This is an optimization exercise on Yosys and OpenROAD, whose aim is small area, not a production implementation. Where RTL was checked, it was by simulation tests only, not by an equivalence proof against the original. The flow treats the clock pin as an ideal source, which a real chip does not have.

==> job 2062: inputs <==
==> flow/design.v <==
`timescale 1ns / 1ps
`timescale 1ns / 1ps
module MPU_accel_controller(
    input clk,
    input reset,
    output reg [15:0] accel_x,
    output reg [15:0] accel_y,
    output reg [15:0] accel_z,
    output SPI_SS_a,
    output SPI_CK_a,
    output SPI_DO_a,
    input SPI_DI_a,
    output reg arm_read_enable_a
    );
localparam [2:0] F_A = 3'd0, F_B = 3'd1, F_XH = 3'd2, F_XL = 3'd3,
                 F_YH = 3'd4, F_YL = 3'd5, F_ZH = 3'd6, F_ZL = 3'd7;
reg [5:0]  c;
reg [14:0] t;
reg [2:0]  f;
reg        ss;
reg [15:0] sr;       
wire tick   = (c == 6'd49);
wire t_zero = (t == 15'd0);
wire t_low  = (t[14:6] == 9'd0);
reg [5:0] gap;
always @* begin
    case (f)
        F_A:                gap = 6'd5;
        F_B, F_XL, F_YL:    gap = 6'd4;
        default:            gap = 6'd3;
    endcase
end
wire start = (f == F_ZL) ? (t == 15'd20034 && c == 6'd6)
                         : (t[5:0] == 6'd34 && c == gap);
always @(posedge clk) begin
    if (reset) begin
        c <= 6'd58;          
        t <= 15'd0;
        f <= F_A;
    end else if (start) begin
        c <= 6'd0;
        t <= 15'd0;
        f <= (f == F_ZL) ? F_XH : f + 3'd1;
    end else begin
        c <= tick ? 6'd0 : c + 6'd1;
        if (tick) t <= t + 15'd1;
    end
end
always @(posedge clk) begin
    if (reset)
        ss <= 1'b1;
    else if (t_zero && (c == 6'd0 || c == 6'd61))
        ss <= 1'b0;
    else if (t[5:0] == 6'd33 && c == 6'd1)
        ss <= 1'b1;
end
reg [6:0] addr;
always @* begin
    case (f)
        F_A:     addr = 7'h75;
        F_B:     addr = 7'h37;
        F_XH:    addr = 7'h3B;
        F_XL:    addr = 7'h3C;
        F_YH:    addr = 7'h3D;
        F_YL:    addr = 7'h3E;
        F_ZH:    addr = 7'h3F;
        default: addr = 7'h40;
    endcase
end
wire [7:0] wdata = 8'h02;
reg dbit;
always @* begin
    if (t[5:0] == 6'd0)
        dbit = 1'b0;
    else if (t[5:0] <= 6'd2)
        dbit = (f != F_B);
    else if (t[5:0] <= 6'd16)
        dbit = addr[6 - ((t[5:0] - 6'd3) >> 1)];
    else if (t[5:0] == 6'd17 || f != F_B)
        dbit = addr[0];
    else
        dbit = wdata[7 - ((t[5:0] - 6'd18) >> 1)];
end
assign SPI_SS_a = ss;
assign SPI_CK_a = ss | ~t[0];
assign SPI_DO_a = ~ss & dbit;
wire sample = tick && t_low && t[5:4] == 2'b01 && t[0] && f != F_B;
always @(posedge clk)
    if (sample) sr <= {sr[14:0], SPI_DI_a};
wire ld   = t_zero && c == 6'd1;
wire ld_x = reset | (ld && f == F_XL);
wire ld_y = reset | (ld && f == F_YL);
wire ld_z = reset | (ld && f == F_ZL);
wire [15:0] word = reset ? 16'd0 : {sr[7:0], sr[15:8]};
always @(posedge clk) begin
    if (ld_x) accel_x <= word;
    if (ld_y) accel_y <= word;
    if (ld_z) accel_z <= word;
end
always @(posedge clk) begin
    if (reset)
        arm_read_enable_a <= 1'b0;
    else if (f == F_ZL && t == 15'd20014 && c == 6'd3)
        arm_read_enable_a <= 1'b1;
    else if (f == F_ZL && t == 15'd20034 && c == 6'd4)
        arm_read_enable_a <= 1'b0;
end
endmodule
==> flow/run.sh <==
#!/bin/bash
# synth_recipe.tcl (not shown) runs the flow's synth.tcl, then flattens the netlist and writes it again
# the make line also repeats each setting of config.mk as NAME=value (left out here)
make -C /OpenROAD-flow-scripts/flow DESIGN_CONFIG=/design/flow/config.mk WORK_HOME=/design/flow/orfs CLKGATE_MAP_FILE= SYNTH_SCRIPT=/design/flow/synth_recipe.tcl finish
==> flow/config.mk <==
export PLATFORM = sky130hd
export DESIGN_NAME = MPU_accel_controller
export DESIGN_NICKNAME = MPU_accel_controller
export VERILOG_FILES = /design/flow/design.v
export SDC_FILE = /design/flow/constraint.sdc
export NUM_CORES = 4
export LEC_CHECK = 0
export CAP_MARGIN = 20
export CORE_MARGIN = 2
export CORE_UTILIZATION = 40
export SLEW_MARGIN = 20
==> flow/constraint.sdc <==
create_clock -name core_clock -period 5.0 [get_ports {clk}]
set_input_delay 1.0000 -clock core_clock [delete_from_list [all_inputs] [get_ports {clk}]]
set_output_delay 1.0000 -clock core_clock [all_outputs]
set_load 0.01 [all_outputs]
==> inputs of job 1468, as changes to job 2062 <==
==> flow/design.v, changed modules only <==
module MPU_accel_controller(
    input clk,
    input reset,
    output reg [15:0] accel_x,
    output reg [15:0] accel_y,
    output reg [15:0] accel_z,
    output SPI_SS_a,
    output SPI_CK_a,
    output SPI_DO_a,
    input SPI_DI_a,
    output reg arm_read_enable_a
    );
reg [5:0]  c;
reg [5:0]  lo;
reg [7:0]  hi;
reg        ss;
reg [15:0] sr;       
wire [2:0] f = hi[2:0];
wire g      = (hi[7:3] == 5'd0);                     
wire tick   = (c == 6'b001001);
wire lo1    = (lo == 6'd1);
wire [5:0] c_adv = {c[4:0], ~(c[5] ^ c[4])};
wire cgap   = (f == 3'd0) ? c[4] :                   
              f[0]        ? c[3] :                   
                            c[2];                    
wire start  = g & ~(&f) & lo[5] & lo[1] & lo[0] & cgap;
wire hi255  = &hi;
wire lo42   = lo[5] & lo[3] & lo[1];                 
wire zlend  = hi255 & lo42 & (c == 6'b111110);
always @(posedge clk) begin
    if (reset) begin
        c  <= 6'b010101;     
        lo <= 6'd1;
        hi <= 8'd0;
    end else if (zlend) begin
        c  <= 6'd0;
        lo <= 6'd1;
        hi <= 8'd2;
    end else begin
        c  <= (start | (g & tick)) ? 6'd0 : c_adv;
        if (start) begin
            lo <= 6'd1;
            hi <= hi + 8'd1;
        end else if (tick)
            {hi, lo} <= {hi, lo} + 14'd1;
    end
end
always @(posedge clk) begin
    if (reset)
        ss <= 1'b1;
    else if (g && lo1 && (c == 6'b000000 || c == 6'b101000))
        ss <= 1'b0;
    else if (lo == 6'd34 && c == 6'b000001)
        ss <= 1'b1;
end
wire isA = (f == 3'd0), isB = (f == 3'd1), isZL = (f == 3'd7);
reg abit;
always @* begin
    case (lo[3:1])
        3'd0: abit = 1'b0;
        3'd1: abit = ~isB;                           
        3'd2: abit = isA | isZL;                     
        3'd3: abit = ~isZL;                          
        3'd4: abit = ~isZL;                          
        3'd5: abit = ~isA & ~isB & ~isZL;            
        3'd6: abit = ~(f == 3'd2) & ~isZL;           
        default: abit = f[1] ^ f[0];                 
    endcase
end
wire lo16_18 = ~lo[5] & lo[4] & ~lo[3] & ~lo[2] & ~(lo[1] & lo[0]);
wire lo31_32 = (lo == 6'd31) | (lo == 6'd32);
wire dbit = (lo[5:4] == 2'b00) ? abit
          : (~f[0] | (isB & (lo16_18 | lo31_32)));
assign SPI_SS_a = ss;
assign SPI_CK_a = ss | lo[0];
assign SPI_DO_a = ~ss & dbit;
wire sample = g && tick && ~lo[0] && !isB &&
              ((lo[5:4] == 2'b01 && lo[3:1] != 3'd0) || lo == 6'd32);
always @(posedge clk)
    if (sample) sr <= {sr[14:0], SPI_DI_a};
wire ld   = g && lo1 && c == 6'b000001 && f[0] && (f[1] | f[2]);
wire ld_x = reset | (ld && f[2:1] == 2'b01);
wire ld_y = reset | (ld && f[2:1] == 2'b10);
wire ld_z = reset | (ld && f[2:1] == 2'b11);
wire [15:0] word = reset ? 16'd0 : {sr[7:0], sr[15:8]};
always @(posedge clk) begin
    if (ld_x) accel_x <= word;
    if (ld_y) accel_y <= word;
    if (ld_z) accel_z <= word;
end
always @(posedge clk) begin
    if (reset)
        arm_read_enable_a <= 1'b0;
    else if (hi255 && lo[4] && lo[3] && ~lo[2] && lo[1] && ~lo[0] && c == 6'b011110)
        arm_read_enable_a <= 1'b1;
    else if (hi255 && lo42 && c == 6'b001111)
        arm_read_enable_a <= 1'b0;
end
endmodule
==> flow/flow/run.sh (new file) <==
#!/bin/bash
set -euo pipefail
export BUFFER_PORTS_ARGS="-buffer_cell sky130_fd_sc_hd__buf_1"
export CTS_ARGS="-sink_clustering_enable -repair_clock_nets -dont_use_dummy_load"
bash standard.sh > standard_flow.log 2>&1
==> flow/standard.sh (new file) <==
#!/bin/bash
# synth_recipe.tcl (not shown) runs the flow's synth.tcl, then flattens the netlist and writes it again
# the make line also repeats each setting of config.mk as NAME=value (left out here)
make -C /OpenROAD-flow-scripts/flow DESIGN_CONFIG=/design/flow/config.mk WORK_HOME=/design/flow/orfs CLKGATE_MAP_FILE= SYNTH_SCRIPT=/design/flow/synth_recipe.tcl "${@:-finish}"
removed: flow/run.sh
==> inputs of job 8641, as changes to job 2062 <==
==> flow/design.v, changed modules only <==
module MPU_accel_controller(
    input clk,
    input reset,
    output reg [15:0] accel_x,
    output reg [15:0] accel_y,
    output reg [15:0] accel_z,
    output SPI_SS_a,
    output SPI_CK_a,
    output SPI_DO_a,
    input SPI_DI_a,
    output reg arm_read_enable_a
    );
reg [5:0]  c;
reg [5:0]  lo;
reg [7:0]  hi;
reg        ss;
reg [15:0] srn;      
wire [2:0] f = hi[2:0];
wire g      = (hi[7:3] == 5'd0);                     
wire tick   = (c == 6'b001001);
wire lo1    = (lo == 6'd1);
wire [5:0] c_adv = {c[4:0], ~(c[5] ^ c[4])};
wire cgap   = (f == 3'd0) ? c[4] :                   
              f[0]        ? c[3] :                   
                            c[2];                    
wire start  = g & ~(&f) & lo[5] & lo[1] & lo[0] & cgap;
wire hi255  = &hi;
wire lo42   = lo[5] & lo[3] & lo[1];                 
wire zlend  = hi255 & lo42 & ~c[0] & c[3] & c[4];   
always @(posedge clk) begin
    if (reset) begin
        c  <= 6'b010101;     
        lo <= 6'd1;
        hi <= 8'd0;
    end else if (zlend) begin
        c  <= 6'd0;
        lo <= 6'd1;
        hi <= 8'd2;
    end else begin
        c  <= (start | (g & tick)) ? 6'd0 : c_adv;
        lo <= start ? 6'd1 : lo + {5'd0, tick};
        hi <= hi + {7'd0, start | (tick & (&lo))};
    end
end
always @(posedge clk) begin
    if (reset)
        ss <= 1'b1;
    else if (g && lo1 && (c == 6'b000000 || c == 6'b101000))
        ss <= 1'b0;
    else if (lo == 6'd34 && c == 6'b000001)
        ss <= 1'b1;
end
wire isA = (f == 3'd0), isB = (f == 3'd1), isZL = (f == 3'd7);
reg abit;
always @* begin
    case (lo[3:1])
        3'd0: abit = 1'b0;
        3'd1: abit = ~isB;                           
        3'd2: abit = isA | isZL;                     
        3'd3: abit = ~isZL;                          
        3'd4: abit = ~isZL;                          
        3'd5: abit = ~isA & ~isB & ~isZL;            
        3'd6: abit = ~(f == 3'd2) & ~isZL;           
        default: abit = f[1] ^ f[0];                 
    endcase
end
wire lo16_18 = ~lo[5] & lo[4] & ~lo[3] & ~lo[2] & ~(lo[1] & lo[0]);
wire lo31_32 = (lo == 6'd31) | (lo == 6'd32);
wire dbit = (lo[5:4] == 2'b00) ? abit
          : (~f[0] | (isB & (lo16_18 | lo31_32)));
assign SPI_SS_a = ss;
assign SPI_CK_a = ss | lo[0];
assign SPI_DO_a = ~ss & dbit;
wire sample = g && tick && ~lo[0] && !isB &&
              ((lo[5:4] == 2'b01 && lo[3:1] != 3'd0) || lo == 6'd32);
always @(posedge clk)
    if (sample) srn <= {srn[14:0], ~SPI_DI_a};
wire ld   = g && lo1 && c == 6'b000001 && f[0] && (f[1] | f[2]);
wire ld_x = reset | (ld && f[2:1] == 2'b01);
wire ld_y = reset | (ld && f[2:1] == 2'b10);
wire ld_z = reset | (ld && f[2:1] == 2'b11);
wire [15:0] word = ~({srn[7:0], srn[15:8]} | {16{reset}});
always @(posedge clk) begin
    if (ld_x) accel_x <= word;
    if (ld_y) accel_y <= word;
    if (ld_z) accel_z <= word;
end
always @(posedge clk) begin
    if (reset)
        arm_read_enable_a <= 1'b0;
    else if (hi255 && lo[4] && lo[3] && ~lo[2] && lo[1] && ~lo[0] && c == 6'b011110)
        arm_read_enable_a <= 1'b1;
    else if (hi255 && lo42 && c[0] && c[3] && ~c[4])    
        arm_read_enable_a <= 1'b0;
end
endmodule
==> flow/flow/run.sh (new file) <==
#!/bin/bash
# The standard layout (standard.sh, unchanged synthesis), with two changes:
# port buffers made from the smallest buffer cell, and no dummy clock loads in CTS.
set -euo pipefail
export BUFFER_PORTS_ARGS="-buffer_cell sky130_fd_sc_hd__buf_1"
export CTS_ARGS="-sink_clustering_enable -repair_clock_nets -dont_use_dummy_load"
bash standard.sh > standard_flow.log 2>&1
==> flow/standard.sh (new file) <==
#!/bin/bash
# synth_recipe.tcl (not shown) runs the flow's synth.tcl, then flattens the netlist and writes it again
# the make line also repeats each setting of config.mk as NAME=value (left out here)
make -C /OpenROAD-flow-scripts/flow DESIGN_CONFIG=/design/flow/config.mk WORK_HOME=/design/flow/orfs CLKGATE_MAP_FILE= SYNTH_SCRIPT=/design/flow/synth_recipe.tcl "${@:-finish}"
removed: flow/run.sh
==> results_dict.tcl <==
set metrics [dict create \
    status "timing/DRC/antenna clean" \
    drt_iter0_markers 111 \
    grtUsageMet2_pct 22.0 \
    rows 33 \
    multi_input_area_share_pct 24.4 \
    taps 105 \
    avgSynthCellArea_um2 13.4 \
    finalWeightedCongestion 0.847 \
]
The numbers above come from job 8641.

==> results_dict.tcl <==
set metrics [dict create \
    grtUsageMet2_pct 24.3 \
    rows 34 \
    avgSynthCellArea_um2 13.5 \
    taps 108 \
    status "timing/DRC/antenna clean" \
]
The numbers above come from job 1468.

==> results_dict.tcl <==
set metrics [dict create \
    taps 133 \
    grtUsageMet2_pct 24.5 \
    drt_iter0_markers 166 \
    status "timing/DRC/antenna clean" \
]
The numbers above come from job 2062.

No functional check of the RTL was part of job 1468.


==> run Y: inputs <==
MPU_accel_controller with an RTL version that a note above also has.
==> module MPU_accel_controller, before the edit <==
module MPU_accel_controller(
    input clk,
    input reset,
    output reg [15:0] accel_x,
    output reg [15:0] accel_y,
    output reg [15:0] accel_z,
    output SPI_SS_a,
    output SPI_CK_a,
    output SPI_DO_a,
    input SPI_DI_a,
    output reg arm_read_enable_a
    );
reg [5:0]  c;
reg [5:0]  lo;
reg [7:0]  hi;
reg        ss;
reg [15:0] srn;      
wire [2:0] f = hi[2:0];
wire g      = (hi[7:3] == 5'd0);                     
wire tick   = (c == 6'b001001);
wire lo1    = (lo == 6'd1);
wire [5:0] c_adv = {c[4:0], ~(c[5] ^ c[4])};
wire cgap   = (f == 3'd0) ? c[4] :                   
              f[0]        ? c[3] :                   
                            c[2];                    
wire start  = g & ~(&f) & lo[5] & lo[1] & lo[0] & cgap;
wire hi255  = &hi;
wire lo42   = lo[5] & lo[3] & lo[1];                 
wire zlend  = hi255 & lo42 & ~c[0] & c[3] & c[4];   
always @(posedge clk) begin
    if (reset) begin
        c  <= 6'b010101;     
        lo <= 6'd1;
        hi <= 8'd0;
    end else if (zlend) begin
        c  <= 6'd0;
        lo <= 6'd1;
        hi <= 8'd2;
    end else begin
        c  <= (start | (g & tick)) ? 6'd0 : c_adv;
        lo <= start ? 6'd1 : lo + {5'd0, tick};
        hi <= hi + {7'd0, start | (tick & (&lo))};
    end
end
always @(posedge clk) begin
    if (reset)
        ss <= 1'b1;
    else if (g && lo1 && (c == 6'b000000 || c == 6'b101000))
        ss <= 1'b0;
    else if (lo == 6'd34 && c == 6'b000001)
        ss <= 1'b1;
end
wire isA = (f == 3'd0), isB = (f == 3'd1), isZL = (f == 3'd7);
reg abit;
always @* begin
    case (lo[3:1])
        3'd0: abit = 1'b0;
        3'd1: abit = ~isB;                           
        3'd2: abit = isA | isZL;                     
        3'd3: abit = ~isZL;                          
        3'd4: abit = ~isZL;                          
        3'd5: abit = ~isA & ~isB & ~isZL;            
        3'd6: abit = ~(f == 3'd2) & ~isZL;           
        default: abit = f[1] ^ f[0];                 
    endcase
end
wire lo16_18 = ~lo[5] & lo[4] & ~lo[3] & ~lo[2] & ~(lo[1] & lo[0]);
wire lo31_32 = (lo == 6'd31) | (lo == 6'd32);
wire dbit = (lo[5:4] == 2'b00) ? abit
          : (~f[0] | (isB & (lo16_18 | lo31_32)));
assign SPI_SS_a = ss;
assign SPI_CK_a = ss | lo[0];
assign SPI_DO_a = ~ss & dbit;
wire sample = g && tick && ~lo[0] && !isB &&
              ((lo[5:4] == 2'b01 && lo[3:1] != 3'd0) || lo == 6'd32);
always @(posedge clk)
    if (sample) srn <= {srn[14:0], ~SPI_DI_a};
wire ld   = g && lo1 && c == 6'b000001 && f[0] && (f[1] | f[2]);
wire ld_x = reset | (ld && f[2:1] == 2'b01);
wire ld_y = reset | (ld && f[2:1] == 2'b10);
wire ld_z = reset | (ld && f[2:1] == 2'b11);
wire [15:0] word = ~({srn[7:0], srn[15:8]} | {16{reset}});
always @(posedge clk) begin
    if (ld_x) accel_x <= word;
    if (ld_y) accel_y <= word;
    if (ld_z) accel_z <= word;
end
always @(posedge clk) begin
    if (reset)
        arm_read_enable_a <= 1'b0;
    else if (hi255 && lo[4] && lo[3] && ~lo[2] && lo[1] && ~lo[0] && c == 6'b011110)
        arm_read_enable_a <= 1'b1;
    else if (hi255 && lo42 && c[0] && c[3] && ~c[4])    
        arm_read_enable_a <= 1'b0;
end
endmodule
==> flow/config.mk <==
export PLATFORM = sky130hd
export DESIGN_NAME = MPU_accel_controller
export DESIGN_NICKNAME = MPU_accel_controller
export VERILOG_FILES = /design/flow/design.v
export SDC_FILE = /design/flow/constraint.sdc
export NUM_CORES = 4
export LEC_CHECK = 0
export CAP_MARGIN = 20
export CORE_MARGIN = 2
export CORE_UTILIZATION = 40
export SLEW_MARGIN = 20
==> flow/constraint.sdc <==
create_clock -name core_clock -period 5.0 [get_ports {clk}]
set_input_delay 1.0000 -clock core_clock [delete_from_list [all_inputs] [get_ports {clk}]]
set_output_delay 1.0000 -clock core_clock [all_outputs]
set_load 0.01 [all_outputs]
standard.sh (not shown) runs the stock make flow with config.mk's settings and CLKGATE_MAP_FILE= SYNTH_SCRIPT=/design/flow/synth_recipe.tcl, a recipe that flattens the netlist after the stock synthesis.
==> flow/flow/run.sh <==
#!/bin/bash
# The standard layout (standard.sh) with three changes:
#  1. after the standard synthesis, the combinational logic between the registers is
#     re-mapped by ABC for area (registers, their names and cell types are untouched);
#  2. port buffers are made from the smallest buffer cell;
#  3. CTS inserts no dummy clock loads.
set -euo pipefail
WORK=$(pwd)
LIB=$FLOW_HOME/platforms/$FLOW_PLATFORM/lib/sky130_fd_sc_hd__tt_025C_1v80.lib
YOSYS=$FLOW_HOME/../tools/install/yosys/bin/yosys
[[ -x $YOSYS ]] || YOSYS=yosys
R=$WORK/orfs/results/$FLOW_PLATFORM/MPU_accel_controller/base

export BUFFER_PORTS_ARGS="-buffer_cell sky130_fd_sc_hd__buf_1"
export CTS_ARGS="-sink_clustering_enable -repair_clock_nets -dont_use_dummy_load"

# 1. standard synthesis
bash standard.sh synth > synth_make.log 2>&1
cp $R/1_2_yosys.v $WORK/standard_synth.v

# 2. re-map the combinational logic
grep -o 'sky130_fd_sc_hd__[a-z0-9_]*' standard_synth.v | sort -u > used_cells.txt
python3 flow/mkmodels.py $LIB used_cells.txt > cell_models.v
cat > resynth.ys <<EOF
read_liberty -lib $LIB
read_verilog -overwrite cell_models.v
read_verilog standard_synth.v
hierarchy -top $FLOW_TOP
flatten
read_liberty -lib -overwrite $LIB
techmap
opt -purge
abc -script flow/abc_area.scr -liberty $LIB -dont_use *probe* -dont_use *lpflow* -dont_use *bleeder*
opt_clean -purge
hilomap -singleton -hicell sky130_fd_sc_hd__conb_1 HI -locell sky130_fd_sc_hd__conb_1 LO
insbuf -buf sky130_fd_sc_hd__buf_4 A X
check -assert -mapped
stat -liberty $LIB
write_verilog -nohex -nodec resynth.v
EOF
$YOSYS -l resynth.log -q resynth.ys > resynth_stdout.log 2>&1
cp resynth.v $R/1_2_yosys.v

# 3. the rest of the standard layout, from the re-mapped netlist
bash standard.sh > standard_flow.log 2>&1
==> flow/flow/abc_area.scr <==
strash
dc2
dch
amap
topo
dnsize
Other scripts of this flow, unchanged in this note and not shown: flow/flow/mkmodels.py
==> inputs of run R, as changes to run Y <==
--- a/flow/design.v
+++ b/flow/design.v
@@ -19,27 +19,28 @@
 reg [15:0] srn;      
 wire [2:0] f = hi[2:0];
 wire g      = (hi[7:3] == 5'd0);                     
-wire tick   = (c == 6'b001001);
+wire tick   = (c == 6'b100101);                               
+wire k1     = ~c[4] & ~c[2] & ~c[1] & ~c[0];                  
 wire lo1    = (lo == 6'd1);
-wire [5:0] c_adv = {c[4:0], ~(c[5] ^ c[4])};
-wire cgap   = (f == 3'd0) ? c[4] :                   
-              f[0]        ? c[3] :                   
-                            c[2];                    
+wire [5:0] c_adv = {c[4:0], c[5] ^ c[0]};
+wire cgap   = (f == 3'd0) ? c[3] :                   
+              f[0]        ? c[2] :                   
+                            c[1];                    
 wire start  = g & ~(&f) & lo[5] & lo[1] & lo[0] & cgap;
 wire hi255  = &hi;
 wire lo42   = lo[5] & lo[3] & lo[1];                 
-wire zlend  = hi255 & lo42 & ~c[0] & c[3] & c[4];   
+wire zlend  = hi255 & lo42 & c[4] & c[1];            
 always @(posedge clk) begin
     if (reset) begin
-        c  <= 6'b010101;     
+        c  <= 6'b011000;     
         lo <= 6'd1;
         hi <= 8'd0;
     end else if (zlend) begin
-        c  <= 6'd0;
+        c  <= 6'b010000;
         lo <= 6'd1;
         hi <= 8'd2;
     end else begin
-        c  <= (start | (g & tick)) ? 6'd0 : c_adv;
+        c  <= (start | (g & tick)) ? 6'b010000 : c_adv;
         lo <= start ? 6'd1 : lo + {5'd0, tick};
         hi <= hi + {7'd0, start | (tick & (&lo))};
     end
@@ -47,9 +48,10 @@
 always @(posedge clk) begin
     if (reset)
         ss <= 1'b1;
-    else if (g && lo1 && (c == 6'b000000 || c == 6'b101000))
+    else if (g && lo1 && ((~c[5] & ~c[3] & ~c[2] & ~c[1] & ~c[0]) ||    
+                          (~c[5] & ~c[4] & ~c[2] & c[1] & ~c[0])))    
         ss <= 1'b0;
-    else if (lo == 6'd34 && c == 6'b000001)
+    else if (lo == 6'd34 && k1)
         ss <= 1'b1;
 end
 wire isA = (f == 3'd0), isB = (f == 3'd1), isZL = (f == 3'd7);
@@ -77,7 +79,7 @@
               ((lo[5:4] == 2'b01 && lo[3:1] != 3'd0) || lo == 6'd32);
 always @(posedge clk)
     if (sample) srn <= {srn[14:0], ~SPI_DI_a};
-wire ld   = g && lo1 && c == 6'b000001 && f[0] && (f[1] | f[2]);
+wire ld   = g && lo1 && k1 && f[0] && (f[1] | f[2]);
 wire ld_x = reset | (ld && f[2:1] == 2'b01);
 wire ld_y = reset | (ld && f[2:1] == 2'b10);
 wire ld_z = reset | (ld && f[2:1] == 2'b11);
@@ -90,9 +92,9 @@
 always @(posedge clk) begin
     if (reset)
         arm_read_enable_a <= 1'b0;
-    else if (hi255 && lo[4] && lo[3] && ~lo[2] && lo[1] && ~lo[0] && c == 6'b011110)
+    else if (hi255 && lo[4] && lo[3] && ~lo[2] && lo[1] && ~lo[0] && c == 6'b110101)
         arm_read_enable_a <= 1'b1;
-    else if (hi255 && lo42 && c[0] && c[3] && ~c[4])    
+    else if (hi255 && lo42 && ~c[3] && c[2] && c[0])    
         arm_read_enable_a <= 1'b0;
 end
 endmodule
--- a/flow/flow/run.sh
+++ b/flow/flow/run.sh
@@ -3,7 +3,7 @@
 #  1. after the standard synthesis, the combinational logic between the registers is
 #     re-mapped by ABC for area (registers, their names and cell types are untouched);
 #  2. port buffers are made from the smallest buffer cell;
-#  3. CTS inserts no dummy clock loads.
+#  3. the clock tree is built by flow/cts_hook.tcl instead of TritonCTS.
 set -euo pipefail
 WORK=$(pwd)
 LIB=$FLOW_HOME/platforms/$FLOW_PLATFORM/lib/sky130_fd_sc_hd__tt_025C_1v80.lib
@@ -12,7 +12,8 @@
 R=$WORK/orfs/results/$FLOW_PLATFORM/MPU_accel_controller/base
 
 export BUFFER_PORTS_ARGS="-buffer_cell sky130_fd_sc_hd__buf_1"
-export CTS_ARGS="-sink_clustering_enable -repair_clock_nets -dont_use_dummy_load"
+export PRE_CTS_TCL=$WORK/flow/cts_hook.tcl
+export CTS_ARGS="-clk_nets clk -dont_use_dummy_load"
 
 # 1. standard synthesis
 bash standard.sh synth > synth_make.log 2>&1
==> flow/flow/abc_area.scr (replaced) <==
strash
&get -n
&deepsyn -T 90
&put
dch
amap
topo
dnsize
==> flow/flow/cts_hook.tcl (new file) <==
# Runs before ORFS's CTS step (PRE_CTS_TCL): builds the clock tree by hand, a root
# inverter and one inverter per group of flip-flops, placed at the group's centre.
# ORFS's clock_tree_synthesis then gets -clk_nets clk, which now has one sink, so it
# adds nothing; repair_clock_inverters is made a no-op so it keeps this tree as it is.
source [file join [file dirname [info script]] my_cts.tcl]
my_cts 2 2 sky130_fd_sc_hd__inv_4 sky130_fd_sc_hd__inv_8
global_connect
proc repair_clock_inverters { args } { }
==> flow/flow/my_cts.tcl (new file) <==
# Clock buffering without TritonCTS: the clock port drives a root cell, which drives
# one leaf cell per group of flip-flops (groups split by position: columns, then rows).
# root "" : the port drives the leaves directly. Root and leaves must together not invert.
proc my_cts { cols rows root_master leaf_master } {
  set db [ord::get_db]
  set block [ord::get_db_block]
  set clknet [$block findNet clk]
  set leaf [$db findMaster $leaf_master]
  set sinks {}
  foreach it [$clknet getITerms] {
    set inst [$it getInst]
    set box [$inst getBBox]
    lappend sinks [list $it [expr { ([$box xMin] + [$box xMax]) / 2 }] [expr { ([$box yMin] + [$box yMax]) / 2 }]]
  }
  set sinks [lsort -integer -index 1 $sinks]
  set n [llength $sinks]
  set groups {}
  for { set c 0 } { $c < $cols } { incr c } {
    set col [lrange $sinks [expr { $c * $n / $cols }] [expr { ($c + 1) * $n / $cols - 1 }]]
    set col [lsort -integer -index 2 $col]
    set m [llength $col]
    for { set r 0 } { $r < $rows } { incr r } {
      lappend groups [lrange $col [expr { $r * $m / $rows }] [expr { ($r + 1) * $m / $rows - 1 }]]
    }
  }
  set drv $clknet
  if { $root_master != "" } {
    set rinst [odb::dbInst_create $block [$db findMaster $root_master] "clkroot_0"]
    set drv [odb::dbNet_create $block "clknet_root"]
    $drv setSigType CLOCK
    [lindex [$rinst getITerms] 0] connect $clknet
    foreach it [$rinst getITerms] {
      if { [$it isOutputSignal] } { $it connect $drv }
      if { [$it isInputSignal] } { $it connect $clknet }
    }
  }
  set g 0
  set lx 0; set ly 0
  foreach grp $groups {
    set inst [odb::dbInst_create $block $leaf "clkleaf_$g"]
    set net [odb::dbNet_create $block "clknet_leaf_$g"]
    $net setSigType CLOCK
    foreach it [$inst getITerms] {
      if { [$it isOutputSignal] } { $it connect $net }
      if { [$it isInputSignal] } { $it connect $drv }
    }
    set sx 0; set sy 0
    foreach s $grp {
      set it [lindex $s 0]
      $it disconnect
      $it connect $net
      set sx [expr { $sx + [lindex $s 1] }]
      set sy [expr { $sy + [lindex $s 2] }]
    }
    set k [llength $grp]
    set x [expr { $sx / $k }]; set y [expr { $sy / $k }]
    $inst setLocation $x $y
    $inst setPlacementStatus PLACED
    set lx [expr { $lx + $x }]; set ly [expr { $ly + $y }]
    incr g
  }
  if { $root_master != "" } {
    $rinst setLocation [expr { $lx / $g }] [expr { $ly / $g }]
    $rinst setPlacementStatus PLACED
  }
}
--- a/flow/config.mk
+++ b/flow/config.mk
@@ -7,5 +7,5 @@
 export LEC_CHECK = 0
 export CAP_MARGIN = 20
 export CORE_MARGIN = 2
-export CORE_UTILIZATION = 40
+export CORE_UTILIZATION = 80
 export SLEW_MARGIN = 20
==> notes <==
Run Y produced a clean layout. Run R ended with an error in 4_1_cts. Against run Y, the synthesized area of run R is smaller by 1.7%. Synthesized cell count: run R is lower than run Y (6.1%).
==> figures <==
quantity	run Y	run R
Outcome	timing/DRC/antenna clean	stopped before the end
Failing step	-	4_1_cts
Pre-CTS setup slack	1.63 ns	1.40 ns
Avg Synthesized Cell Area	12.8 µm²	13.4 µm²
Syn. warnings	1	1
# placed instances	406	333
Net count after synthesis	247	232
Detailed placer's ending HPWL	4.01 mm	5.88 mm
Initial standard-cell utilization of the core	40.8%	83.2%
RD Place Congestion	0.931	0.942
Hold-fix buffers at CTS	0	0
Die outline width	92.3 µm	65.9 µm
Die boundary height	92.3 µm	65.9 µm
Number of buffers added on ports	54	54
Boundary Pins	55	55
Number of buffers inserted by post-CTS setup repair	0	0
Number of cell rows	32	22
Placed cell areas	0.00350 mm²	0.00336 mm²
Count of instances resized after the clock tree is built	0	0
Post-synthesis cell area	0.00312 mm²	0.00307 mm²
Count of mapped cells out of synthesis	244	229

[afterwards: timing with drivers on the ports]
In the flow no input, the clock included, has a driving cell. The finished layouts below were timed again as built, in two steps.
Step 1 (the two cells are an assumption about what drives the block):
set clk [get_ports {clk}]
set_driving_cell -lib_cell sky130_fd_sc_hd__clkbuf_16 $clk
set_driving_cell -lib_cell sky130_fd_sc_hd__buf_2 [delete_from_list [all_inputs] $clk]
Step 2, shift: input delay + t, output delay - t, t = (earliest + latest rising clock arrival at the registers) / 2. This alone moves slack from input paths to output paths.
a / b / c = no drivers / after step 1 / after step 2; a / b = the first two.
run	shift t [ns]	slack for setup (ns)	worst setup path at the end	worst data-port slew with drivers (ns)
job 2062	0.381	0.397 / 0.366 / 0.747	register to output	0.03
job 1468	0.366	1.823 / 1.796 / 2.162	register to output	0.03
job 8641	0.363	1.995 / 1.967 / 2.325	input to register	0.03
run Y	0.360	1.551 / 1.551 / 1.551	register to register	0.03
After both steps every run listed still meets setup and hold.
